From an optimization exercise on the open Yosys and OpenROAD flow, aimed at small area and a short achievable clock period; shortcuts taken in it are not production practice.
RTL that was checked went through simulation tests only; none was proved equivalent to the original.
Power and IR drop assume default switching activity.

// multiplier
module multiplier (a, b, prod, qnan, infinity, zero, normal, clk);
==> flow/config.mk <==
export PLATFORM = sky130hd
export DESIGN_NAME = multiplier
export DESIGN_NICKNAME = multiplier
export VERILOG_FILES = /design/flow/design.v
export SDC_FILE = /design/flow/constraint.sdc
export NUM_CORES = 4
export LEC_CHECK = 0
export CAP_MARGIN = 20
export CORE_MARGIN = 2
export CORE_UTILIZATION = 62
export CTS_BUF_LIST = sky130_fd_sc_hd__clkbuf_8
export PLACE_DENSITY = 0.75
export SLEW_MARGIN = 20
export SYNTH_HIERARCHICAL = 1
==> flow/constraint.sdc <==
create_clock -name core_clock -period 12.0 [get_ports {clk}]
set_input_delay 2.4000 -clock core_clock [delete_from_list [all_inputs] [get_ports {clk}]]
set_output_delay 2.4000 -clock core_clock [all_outputs]
set_load 0.01 [all_outputs]
standard.sh (not shown) runs the stock make flow with config.mk's settings and CLKGATE_MAP_FILE= SYNTH_SCRIPT=/design/flow/synth_recipe.tcl, a recipe that flattens the netlist after the stock synthesis.
==> flow/flow/run.sh <==
#!/bin/bash
set -euo pipefail
cp standard.sh standard_copy.sh
sed "s|^make -C|make SETUP_SLACK_MARGIN=7.8 'CTS_ARGS=-sink_clustering_enable -repair_clock_nets -buf_list sky130_fd_sc_hd__clkbuf_8 -dont_use_dummy_load' -C|" standard.sh > tight.sh
grep -q "SETUP_SLACK_MARGIN=7.8 'CTS_ARGS=" tight.sh
bash tight.sh > make_flow.log 2>&1
Next try:
--- a/flow/design.v
+++ b/flow/design.v
@@ -3,32 +3,33 @@
 input clk;
 output [15:0] prod;
 output qnan, infinity, zero, normal;
 wire [12:0] bx = {1'b0, ~&b[14:10] & |b[14:10], b[9:0], 1'b0};
 wire [5:0] c_bo, c_bt;
 genvar gi;
 generate for (gi = 0; gi < 6; gi = gi + 1) begin : rec
   assign c_bo[gi] = bx[2*gi+1] ^ bx[2*gi];
   assign c_bt[gi] = (bx[2*gi+2] & ~bx[2*gi+1] & ~bx[2*gi]) | (~bx[2*gi+2] & bx[2*gi+1] & bx[2*gi]);
 end endgenerate
 reg [10:0] sa;
 reg [5:0] bo, bt;
-reg [4:0] bn;
+reg [4:0] bn, bnn;
 reg [4:0] ea, eb;
 reg sgn1;
 always @(posedge clk) begin
   sa <= {~&a[14:10] & |a[14:10], a[9:0]};
   bo <= c_bo;
   bt <= c_bt;
   bn <= {b[9], b[7], b[5], b[3], b[1]};
+  bnn <= ~{b[9], b[7], b[5], b[3], b[1]};
   ea <= a[14:10];
   eb <= b[14:10];
   sgn1 <= a[15] ^ b[15];
 end
 wire b_m0 = ~|{bo[4:0], bt[4:0]};
 wire a_m0 = ~|sa[9:0];
 wire a_e1 = &ea, b_e1 = &eb;
 wire a_n = ~a_e1 & |ea, b_n = ~b_e1 & |eb;
 wire a_inf = a_e1 & a_m0, b_inf = b_e1 & b_m0;
 wire a_zero = ~a_n & ~a_e1 & a_m0, b_zero = ~b_n & ~b_e1 & b_m0;
 wire c_qnan = (a_inf & b_zero) | (b_inf & a_zero);
 wire c_zero = ~a_inf & ~b_inf & (a_zero | b_zero);
@@ -102,25 +103,24 @@
 wire pp_5_0 = ~((bo[5] & sa[0]));
 wire pp_5_1 = ~((bo[5] & sa[1]) | (bt[5] & sa[0]));
 wire pp_5_2 = ~((bo[5] & sa[2]) | (bt[5] & sa[1]));
 wire pp_5_3 = ~((bo[5] & sa[3]) | (bt[5] & sa[2]));
 wire pp_5_4 = ~((bo[5] & sa[4]) | (bt[5] & sa[3]));
 wire pp_5_5 = ~((bo[5] & sa[5]) | (bt[5] & sa[4]));
 wire pp_5_6 = ~((bo[5] & sa[6]) | (bt[5] & sa[5]));
 wire pp_5_7 = ~((bo[5] & sa[7]) | (bt[5] & sa[6]));
 wire pp_5_8 = ~((bo[5] & sa[8]) | (bt[5] & sa[7]));
 wire pp_5_9 = ~((bo[5] & sa[9]) | (bt[5] & sa[8]));
 wire pp_5_10 = ~((bo[5] & sa[10]) | (bt[5] & sa[9]));
 wire pp_5_11 = ~((bt[5] & sa[10]));
-wire [4:0] bnn = ~bn;
 wire s1, c2, s3, c4, s5, c6, s7, c8, s9, c10, s11, c12, s13, c14, s15, c16, s17, c18, s19, c20, s21, c22, s23, c24, s25, c26, s27, c28, s29, c30, s31, c32, s33, c34, s35, c36, s37, c38, s39, s40, c41, s42, c43, s44, c45, s46, c47, s48, c49, s50, c51, s52, c53, s54, c55, s56, c57, s58, c59, s60, c61, s62, c63, s64, c65, s66, c67, s68, c69, s70, s71, c72, s73, c74, s75, c76, s77, c78, s79, c80, s81, c82, s83, c84, s85, c86, s87, c88, s89, c90, s91, c92, s93, c94, s95, c96, s97, c98, s99, c100, s101, c102, s103, c104, s105, c106, s107, c108, s109;
 nhs us1 (.a(pp_0_6), .b(pp_1_4), .y(s1));
 nhc uc2 (.a(pp_0_6), .b(pp_1_4), .y(c2));
 nhs us3 (.a(pp_0_7), .b(pp_1_5), .y(s3));
 nhc uc4 (.a(pp_0_7), .b(pp_1_5), .y(c4));
 fa us5 (.y(pp_0_8), .x(pp_1_6), .cin(pp_2_4), .sum(s5), .cout(c6));
 nhs us7 (.a(pp_3_2), .b(pp_4_0), .y(s7));
 nhc uc8 (.a(pp_3_2), .b(pp_4_0), .y(c8));
 fa us9 (.y(pp_0_9), .x(pp_1_7), .cin(pp_2_5), .sum(s9), .cout(c10));
 nhs us11 (.a(pp_3_3), .b(pp_4_1), .y(s11));
 nhc uc12 (.a(pp_3_3), .b(pp_4_1), .y(c12));
 fa us13 (.y(pp_0_10), .x(pp_1_8), .cin(pp_2_6), .sum(s13), .cout(c14));
Effect:
- core utilization went down by 2.0 points
- first-iteration DRC count decreases by about 5.6%
- clock-buffer cell count does not change
- global-route usage increases by 2.4 points
- total power went up by 13%
- final cell count grows by 1.6%
- synthesized cell count rises by 3.4%
- sequential power rose by 7.5%
- hold slack gains 17 ps
- sequential cell count came out higher by 5
- area after synthesis climbs by 4.8%
- sequential share of layout area increases by 1.4 points
No functional check of the RTL was part of the second run of this note.

---

multiplier, a different RTL version from the one above (not shown whole).
For scale: ~560 cells after synthesis, about 53 I/O pins, roughly 0.0054 sq mm of cells after synthesis.
// multiplier
module multiplier (a, b, prod, qnan, infinity, zero, normal, clk);
clock: 12.0 ns
lec_check: 0
cap_margin: 20
core_margin: 2
core_utilization: 65
cts_buf_list: sky130_fd_sc_hd__clkbuf_8
place_density: 0.8
slew_margin: 20
synth_hierarchical: 1
run.sh (not shown) runs the stock make flow with config.mk's settings and CLKGATE_MAP_FILE= SYNTH_SCRIPT=/design/flow/synth_recipe.tcl, a recipe that flattens the netlist after the stock synthesis.
Stock flow here: none of the scripts above is used.
Next try:
--- a/flow/design.v
+++ b/flow/design.v
@@ -338,97 +338,55 @@
 assign ncy[15] = G3_14;
 assign ncy[16] = G3_15;
 assign ncy[17] = G4_16;
 assign ncy[18] = G4_17;
 assign ncy[19] = G4_18;
 assign ncy[20] = G4_19;
 assign ncy[21] = G4_20;
 assign ncy[22] = G4_21;
 wire [21:0] raw = ~(cp ^ ncy[21:0]);
 reg [11:0] r2;
 reg hin2, sgn2, q2, z2, f02, f12;
-reg [4:0] pe2;
+reg [4:0] e02, e12;
 always @(posedge clk) begin
   r2 <= raw[21:10];
   hin2 <= ~raw[21];
   sgn2 <= sgn1;
   q2 <= c_qnan;
   z2 <= c_zero;
   f02 <= c_f0;
   f12 <= c_f1;
-  pe2 <= c_pe0;
+  e02 <= c_f0 ? c_pe0 : {5{~c_zero}};
+  e12 <= c_f1 ? c_pe1 : {5{~c_zero}};
 end
-wire [4:0] pe2i = pe2 + 5'd1;
-wire [4:0] e0 = f02 ? pe2 : {5{~z2}};
-wire [4:0] e1 = f12 ? pe2i : {5{~z2}};
 wire hi = r2[11];
 wire lo = hin2;
 wire fin = (hi & f12) | (lo & f02);
 assign qnan = q2;
 assign zero = z2;
 assign normal = fin;
 assign infinity = ~(q2 | z2 | fin);
 assign prod[15] = sgn2;
-assign prod[14:10] = ({5{hi}} & e1) | ({5{lo}} & e0);
+assign prod[14:10] = ({5{hi}} & e12) | ({5{lo}} & e02);
 assign prod[9:0] = ({10{hi & f12}} & r2[10:1]) | ({10{lo & f02}} & r2[9:0]) | {q2, 3'b000, q2, 1'b0, q2, 1'b0, q2, 1'b0};
 endmodule
 module nhs (a, b, y);
 input a, b;
 output y;
 assign y = ~(a ^ b);
 endmodule
 module nhc (a, b, y);
 input a, b;
 output y;
 assign y = a | b;
 endmodule
-module g_xor2 (a, b, y);
-input a, b;
-output y;
-assign y = a ^ b;
-endmodule
-module g_xnor2 (a, b, y);
-input a, b;
-output y;
-assign y = ~(a ^ b);
-endmodule
-module g_nor2 (a, b, y);
-input a, b;
-output y;
-assign y = ~(a | b);
-endmodule
-module g_nand2 (a, b, y);
-input a, b;
-output y;
-assign y = ~(a & b);
-endmodule
-module g_inv (a, y);
-input a;
-output y;
-assign y = ~a;
-endmodule
-module g_a21oi (a, b, c, y);
-input a, b, c;
-output y;
-assign y = ~((a & b) | c);
-endmodule
-module g_o21ai (a, b, c, y);
-input a, b, c;
-output y;
-assign y = ~((a | b) & c);
-endmodule
-module xr2 (a, b, y);
-input a, b;
-output y;
-assign y = a ^ b;
-endmodule
 module ha (a, b, sum, cout);
 input a, b;
 output sum, cout;
 assign sum = a ^ b;
 assign cout = a & b;
 endmodule
 module fa (x, y, cin, sum, cout);
 input x, y, cin;
 output sum, cout;
 assign sum = x ^ y ^ cin;
 assign cout = (x & y) | (x & cin) | (y & cin);
After rerunning: Setup slack gets better by 0.17 ns; global-route usage falls by 0.53 points; die area went up by 0.67%; worst hold slack gets better by 0.017 ns; non-clock buffer count is unchanged; critical path depth rose by 8; final area grows by 1.0%; power is about the same; final cell count fell by about 2.3%; via count drops by about 3%; clock skew hardly moves.

---

RTL: one of the versions met above, not the one the previous note started from.
Size in the first run: ~560 cells after synthesis, roughly 62 flip-flops, roughly 0.0053 mm^2 of cells after synthesis.
==> flow/config.mk <==
export PLATFORM = sky130hd
export DESIGN_NAME = multiplier
export DESIGN_NICKNAME = multiplier
export VERILOG_FILES = /design/flow/design.v
export SDC_FILE = /design/flow/constraint.sdc
export NUM_CORES = 4
export LEC_CHECK = 0
export CAP_MARGIN = 20
export CORE_MARGIN = 2
export CORE_UTILIZATION = 62
export CTS_BUF_LIST = sky130_fd_sc_hd__clkbuf_8
export PLACE_DENSITY = 0.75
export SLEW_MARGIN = 20
export SYNTH_HIERARCHICAL = 1
==> flow/constraint.sdc <==
create_clock -name core_clock -period 12.0 [get_ports {clk}]
set_input_delay 2.4000 -clock core_clock [delete_from_list [all_inputs] [get_ports {clk}]]
set_output_delay 2.4000 -clock core_clock [all_outputs]
set_load 0.01 [all_outputs]
standard.sh (not shown) runs the stock make flow with config.mk's settings and CLKGATE_MAP_FILE= SYNTH_SCRIPT=/design/flow/synth_recipe.tcl, a recipe that flattens the netlist after the stock synthesis.
==> flow/flow/run.sh <==
#!/bin/bash
set -euo pipefail
cp standard.sh standard_copy.sh
sed "s|^make -C|make SETUP_SLACK_MARGIN=8.0 'CTS_ARGS=-sink_clustering_enable -repair_clock_nets -buf_list sky130_fd_sc_hd__clkbuf_8 -dont_use_dummy_load' 'BUFFER_PORTS_ARGS=-buffer_cell sky130_fd_sc_hd__buf_1' -C|" standard.sh > tight.sh
grep -q "BUFFER_PORTS_ARGS=-buffer_cell" tight.sh
bash tight.sh > make_flow.log 2>&1
The first run ran to the end with no violations.
==> next run, changes <==
--- a/flow/design.v
+++ b/flow/design.v
@@ -6,26 +6,27 @@
 wire [12:0] bx = {1'b0, ~&b[14:10] & |b[14:10], b[9:0], 1'b0};
 wire [5:0] c_bo, c_bt;
 genvar gi;
 generate for (gi = 0; gi < 6; gi = gi + 1) begin : rec
   assign c_bo[gi] = bx[2*gi+1] ^ bx[2*gi];
   assign c_bt[gi] = (bx[2*gi+2] & ~bx[2*gi+1] & ~bx[2*gi]) | (~bx[2*gi+2] & bx[2*gi+1] & bx[2*gi]);
 end endgenerate
 reg [10:0] sa;
 reg [5:0] bo, bt;
-reg [4:0] bn;
+reg [4:0] bn, bnn;
 reg [4:0] ea, eb;
 reg sgn1;
 always @(posedge clk) begin
   sa <= {~&a[14:10] & |a[14:10], a[9:0]};
   bo <= c_bo;
   bt <= c_bt;
   bn <= {b[9], b[7], b[5], b[3], b[1]};
+  bnn <= ~{b[9], b[7], b[5], b[3], b[1]};
   ea <= a[14:10];
   eb <= b[14:10];
   sgn1 <= a[15] ^ b[15];
 end
 wire b_m0 = ~|{bo[4:0], bt[4:0]};
 wire a_m0 = ~|sa[9:0];
 wire a_e1 = &ea, b_e1 = &eb;
 wire a_n = ~a_e1 & |ea, b_n = ~b_e1 & |eb;
 wire a_inf = a_e1 & a_m0, b_inf = b_e1 & b_m0;
@@ -105,19 +106,18 @@
 wire pp_5_3 = ~((bo[5] & sa[3]) | (bt[5] & sa[2]));
 wire pp_5_4 = ~((bo[5] & sa[4]) | (bt[5] & sa[3]));
 wire pp_5_5 = ~((bo[5] & sa[5]) | (bt[5] & sa[4]));
 wire pp_5_6 = ~((bo[5] & sa[6]) | (bt[5] & sa[5]));
 wire pp_5_7 = ~((bo[5] & sa[7]) | (bt[5] & sa[6]));
 wire pp_5_8 = ~((bo[5] & sa[8]) | (bt[5] & sa[7]));
 wire pp_5_9 = ~((bo[5] & sa[9]) | (bt[5] & sa[8]));
 wire pp_5_10 = ~((bo[5] & sa[10]) | (bt[5] & sa[9]));
 wire pp_5_11 = ~((bt[5] & sa[10]));
-wire [4:0] bnn = ~bn;
 wire s1, c2, s3, c4, s5, c6, s7, c8, s9, c10, s11, c12, s13, c14, s15, c16, s17, c18, s19, c20, s21, c22, s23, c24, s25, c26, s27, c28, s29, c30, s31, c32, s33, c34, s35, c36, s37, c38, s39, s40, c41, s42, c43, s44, c45, s46, c47, s48, c49, s50, c51, s52, c53, s54, c55, s56, c57, s58, c59, s60, c61, s62, c63, s64, c65, s66, c67, s68, c69, s70, s71, c72, s73, c74, s75, c76, s77, c78, s79, c80, s81, c82, s83, c84, s85, c86, s87, c88, s89, c90, s91, c92, s93, c94, s95, c96, s97, c98, s99, c100, s101, c102, s103, c104, s105, c106, s107, c108, s109;
 nhs us1 (.a(pp_0_6), .b(pp_1_4), .y(s1));
 nhc uc2 (.a(pp_0_6), .b(pp_1_4), .y(c2));
 nhs us3 (.a(pp_0_7), .b(pp_1_5), .y(s3));
 nhc uc4 (.a(pp_0_7), .b(pp_1_5), .y(c4));
 fa us5 (.y(pp_0_8), .x(pp_1_6), .cin(pp_2_4), .sum(s5), .cout(c6));
 nhs us7 (.a(pp_3_2), .b(pp_4_0), .y(s7));
 nhc uc8 (.a(pp_3_2), .b(pp_4_0), .y(c8));
 fa us9 (.y(pp_0_9), .x(pp_1_7), .cin(pp_2_5), .sum(s9), .cout(c10));
Power goes up by a quarter to a third.
Clock-buffer cell count does not change.
Worst hold slack improves by 0.0084 ns.
Cell area goes up by a little under a tenth.
Via count goes up by a little under a tenth.
Flip-flop and latch count goes up by 5.
Area after synthesis goes up by a few percent.
Non-clock buffer count is unchanged.
Final cell count goes up by a few percent.
Wire length goes up by about a fifth.
Global-route usage goes up by 2.8 points.
Synthesized cell count goes up by a few percent.
Sequential share of layout area goes up by 0.34 points.
No functional check of the RTL was part of the second run of this note.

---

Another version of the RTL of multiplier (not shown whole).
Size: roughly 590 cells after synthesis, about 53 I/O pins, roughly 5600 um^2 of cells after synthesis.
Design multiplier, start of the top module:
module multiplier (a, b, prod, qnan, infinity, zero, normal, clk);
==> flow/config.mk <==
export PLATFORM = sky130hd
export DESIGN_NAME = multiplier
export DESIGN_NICKNAME = multiplier
export VERILOG_FILES = /design/flow/design.v
export SDC_FILE = /design/flow/constraint.sdc
export NUM_CORES = 4
export LEC_CHECK = 0
export CAP_MARGIN = 20
export CORE_MARGIN = 2
export CORE_UTILIZATION = 62
export CTS_BUF_LIST = sky130_fd_sc_hd__clkbuf_8
export PLACE_DENSITY = 0.75
export SLEW_MARGIN = 20
export SYNTH_HIERARCHICAL = 1
==> flow/constraint.sdc <==
create_clock -name core_clock -period 12.0 [get_ports {clk}]
set_input_delay 2.4000 -clock core_clock [delete_from_list [all_inputs] [get_ports {clk}]]
set_output_delay 2.4000 -clock core_clock [all_outputs]
set_load 0.01 [all_outputs]
==> flow/flow/run.sh <==
#!/bin/bash
set -euo pipefail
cp standard.sh standard_copy.sh
sed "s|^make -C|make SETUP_SLACK_MARGIN=7.95 'CTS_ARGS=-sink_clustering_enable -repair_clock_nets -buf_list sky130_fd_sc_hd__clkbuf_8 -dont_use_dummy_load' -C|" standard.sh > tight.sh
grep -q "SETUP_SLACK_MARGIN=7.95 'CTS_ARGS=" tight.sh
bash tight.sh > make_flow.log 2>&1
==> next run, changes <==
--- a/flow/design.v
+++ b/flow/design.v
@@ -6,27 +6,26 @@
 wire [12:0] bx = {1'b0, ~&b[14:10] & |b[14:10], b[9:0], 1'b0};
 wire [5:0] c_bo, c_bt;
 genvar gi;
 generate for (gi = 0; gi < 6; gi = gi + 1) begin : rec
   assign c_bo[gi] = bx[2*gi+1] ^ bx[2*gi];
   assign c_bt[gi] = (bx[2*gi+2] & ~bx[2*gi+1] & ~bx[2*gi]) | (~bx[2*gi+2] & bx[2*gi+1] & bx[2*gi]);
 end endgenerate
 reg [10:0] sa;
 reg [5:0] bo, bt;
-reg [4:0] bn, bnn;
+reg [4:0] bn;
 reg [4:0] ea, eb;
 reg sgn1;
 always @(posedge clk) begin
   sa <= {~&a[14:10] & |a[14:10], a[9:0]};
   bo <= c_bo;
   bt <= c_bt;
   bn <= {b[9], b[7], b[5], b[3], b[1]};
-  bnn <= ~{b[9], b[7], b[5], b[3], b[1]};
   ea <= a[14:10];
   eb <= b[14:10];
   sgn1 <= a[15] ^ b[15];
 end
 wire b_m0 = ~|{bo[4:0], bt[4:0]};
 wire a_m0 = ~|sa[9:0];
 wire a_e1 = &ea, b_e1 = &eb;
 wire a_n = ~a_e1 & |ea, b_n = ~b_e1 & |eb;
 wire a_inf = a_e1 & a_m0, b_inf = b_e1 & b_m0;
@@ -106,18 +105,19 @@
 wire pp_5_3 = ~((bo[5] & sa[3]) | (bt[5] & sa[2]));
 wire pp_5_4 = ~((bo[5] & sa[4]) | (bt[5] & sa[3]));
 wire pp_5_5 = ~((bo[5] & sa[5]) | (bt[5] & sa[4]));
 wire pp_5_6 = ~((bo[5] & sa[6]) | (bt[5] & sa[5]));
 wire pp_5_7 = ~((bo[5] & sa[7]) | (bt[5] & sa[6]));
 wire pp_5_8 = ~((bo[5] & sa[8]) | (bt[5] & sa[7]));
 wire pp_5_9 = ~((bo[5] & sa[9]) | (bt[5] & sa[8]));
 wire pp_5_10 = ~((bo[5] & sa[10]) | (bt[5] & sa[9]));
 wire pp_5_11 = ~((bt[5] & sa[10]));
+wire [4:0] bnn = ~bn;
 wire s1, c2, s3, c4, s5, c6, s7, c8, s9, c10, s11, c12, s13, c14, s15, c16, s17, c18, s19, c20, s21, c22, s23, c24, s25, c26, s27, c28, s29, c30, s31, c32, s33, c34, s35, c36, s37, c38, s39, s40, c41, s42, c43, s44, c45, s46, c47, s48, c49, s50, c51, s52, c53, s54, c55, s56, c57, s58, c59, s60, c61, s62, c63, s64, c65, s66, c67, s68, c69, s70, s71, c72, s73, c74, s75, c76, s77, c78, s79, c80, s81, c82, s83, c84, s85, c86, s87, c88, s89, c90, s91, c92, s93, c94, s95, c96, s97, c98, s99, c100, s101, c102, s103, c104, s105, c106, s107, c108, s109;
 nhs us1 (.a(pp_0_6), .b(pp_1_4), .y(s1));
 nhc uc2 (.a(pp_0_6), .b(pp_1_4), .y(c2));
 nhs us3 (.a(pp_0_7), .b(pp_1_5), .y(s3));
 nhc uc4 (.a(pp_0_7), .b(pp_1_5), .y(c4));
 fa us5 (.y(pp_0_8), .x(pp_1_6), .cin(pp_2_4), .sum(s5), .cout(c6));
 nhs us7 (.a(pp_3_2), .b(pp_4_0), .y(s7));
 nhc uc8 (.a(pp_3_2), .b(pp_4_0), .y(c8));
 fa us9 (.y(pp_0_9), .x(pp_1_7), .cin(pp_2_5), .sum(s9), .cout(c10));
@@ -338,40 +338,42 @@
 assign ncy[15] = G3_14;
 assign ncy[16] = G3_15;
 assign ncy[17] = G4_16;
 assign ncy[18] = G4_17;
 assign ncy[19] = G4_18;
 assign ncy[20] = G4_19;
 assign ncy[21] = G4_20;
 assign ncy[22] = G4_21;
 wire [21:0] raw = ~(cp ^ ncy[21:0]);
-wire c_f01 = c_f0 & ~c_f1;
-reg [10:0] r2;
-reg s02, s12, nf2, sgn2, q2, z2;
-reg [4:0] pe02, pe12;
+reg [11:0] r2;
+reg hin2, sgn2, q2, z2, f02, f12;
+reg [4:0] e02, e12;
 always @(posedge clk) begin
-  r2 <= raw[20:10];
-  s12 <= raw[21] & c_f1;
-  s02 <= ~raw[21] & c_f0;
-  nf2 <= ~c_zero & (~c_f0 | (raw[21] & c_f01));
+  r2 <= raw[21:10];
+  hin2 <= ~raw[21];
   sgn2 <= sgn1;
   q2 <= c_qnan;
   z2 <= c_zero;
-  pe02 <= c_pe0;
-  pe12 <= c_pe1;
+  f02 <= c_f0;
+  f12 <= c_f1;
+  e02 <= c_f0 ? c_pe0 : {5{~c_zero}};
+  e12 <= c_f1 ? c_pe1 : {5{~c_zero}};
 end
+wire hi = r2[11];
+wire lo = hin2;
+wire fin = (hi & f12) | (lo & f02);
 assign qnan = q2;
 assign zero = z2;
-assign normal = s12 | s02;
-assign infinity = nf2 & ~q2;
+assign normal = fin;
+assign infinity = ~(q2 | z2 | fin);
 assign prod[15] = sgn2;
-assign prod[14:10] = ({5{s12}} & pe12) | ({5{s02}} & pe02) | {5{nf2}};
-assign prod[9:0] = ({10{s12}} & r2[10:1]) | ({10{s02}} & r2[9:0]) | {q2, 3'b000, q2, 1'b0, q2, 1'b0, q2, 1'b0};
+assign prod[14:10] = ({5{hi}} & e12) | ({5{lo}} & e02);
+assign prod[9:0] = ({10{hi & f12}} & r2[10:1]) | ({10{lo & f02}} & r2[9:0]) | {q2, 3'b000, q2, 1'b0, q2, 1'b0, q2, 1'b0};
 endmodule
 module nhs (a, b, y);
 input a, b;
 output y;
 assign y = ~(a ^ b);
 endmodule
 module nhc (a, b, y);
 input a, b;
 output y;
After rerunning: Routed wire length went down by roughly a tenth. Synthesized area went down by a few percent. Design area went down slightly. Global-route usage went down by 1.8 points. Core utilization barely changes. Synthesized cell count went down by a few percent. Sequential share of layout area went down by 0.87 points. Setup slack degrades by 0.051 ns. Count of clock-buffer cells in the layout stays the same. Power went down by roughly a tenth. Sequential power went down by a little under a tenth. Via count went down by a few percent. Flip-flop and latch count went down by 4.
Function was not checked in any run of this note: the RTL went through the layout flow alone.

## what the ideal ports hide
No port has a modelled driver above. Below, the same layouts with a new extraction and two added sets of constraints.
Step 1 sets driving cells, clkbuf_16 on the clock port and buf_2 on the other inputs (assumed; they add their load-dependent delay and slew).
Step 2 also shifts input and output timing later by t, the mid clock arrival at the registers, as if the neighbouring blocks saw the same clock.
Slacks: ideal / step 1 / step 2; pairs: ideal / step 1.
| run | t (ns) | setup WS [ns] | worst setup path after step 2 |
|---|---|---|---|
| the first run of note 1 | 0.364 | 7.875 / 7.844 / 7.932 | register to register |
| the second run of note 1 | 0.358 | 7.853 / 7.823 / 7.865 | register to register |
| the first run of note 2 | 0.373 | 7.362 / 7.337 / 7.556 | register to register |
| the second run of note 2 | 0.369 | 7.536 / 7.526 / 7.536 | register to register |
| the first run of note 3 | 0.364 | 8.044 / 8.010 / 8.142 | register to register |
| the second run of note 3 | 0.364 | 8.006 / 8.006 / 8.006 | register to register |
| the first run of note 4 | 0.377 | 8.017 / 7.983 / 8.061 | input to register |
| the second run of note 4 | 0.373 | 7.967 / 7.965 / 7.967 | register to register |
After both steps every run listed still meets setup and hold.
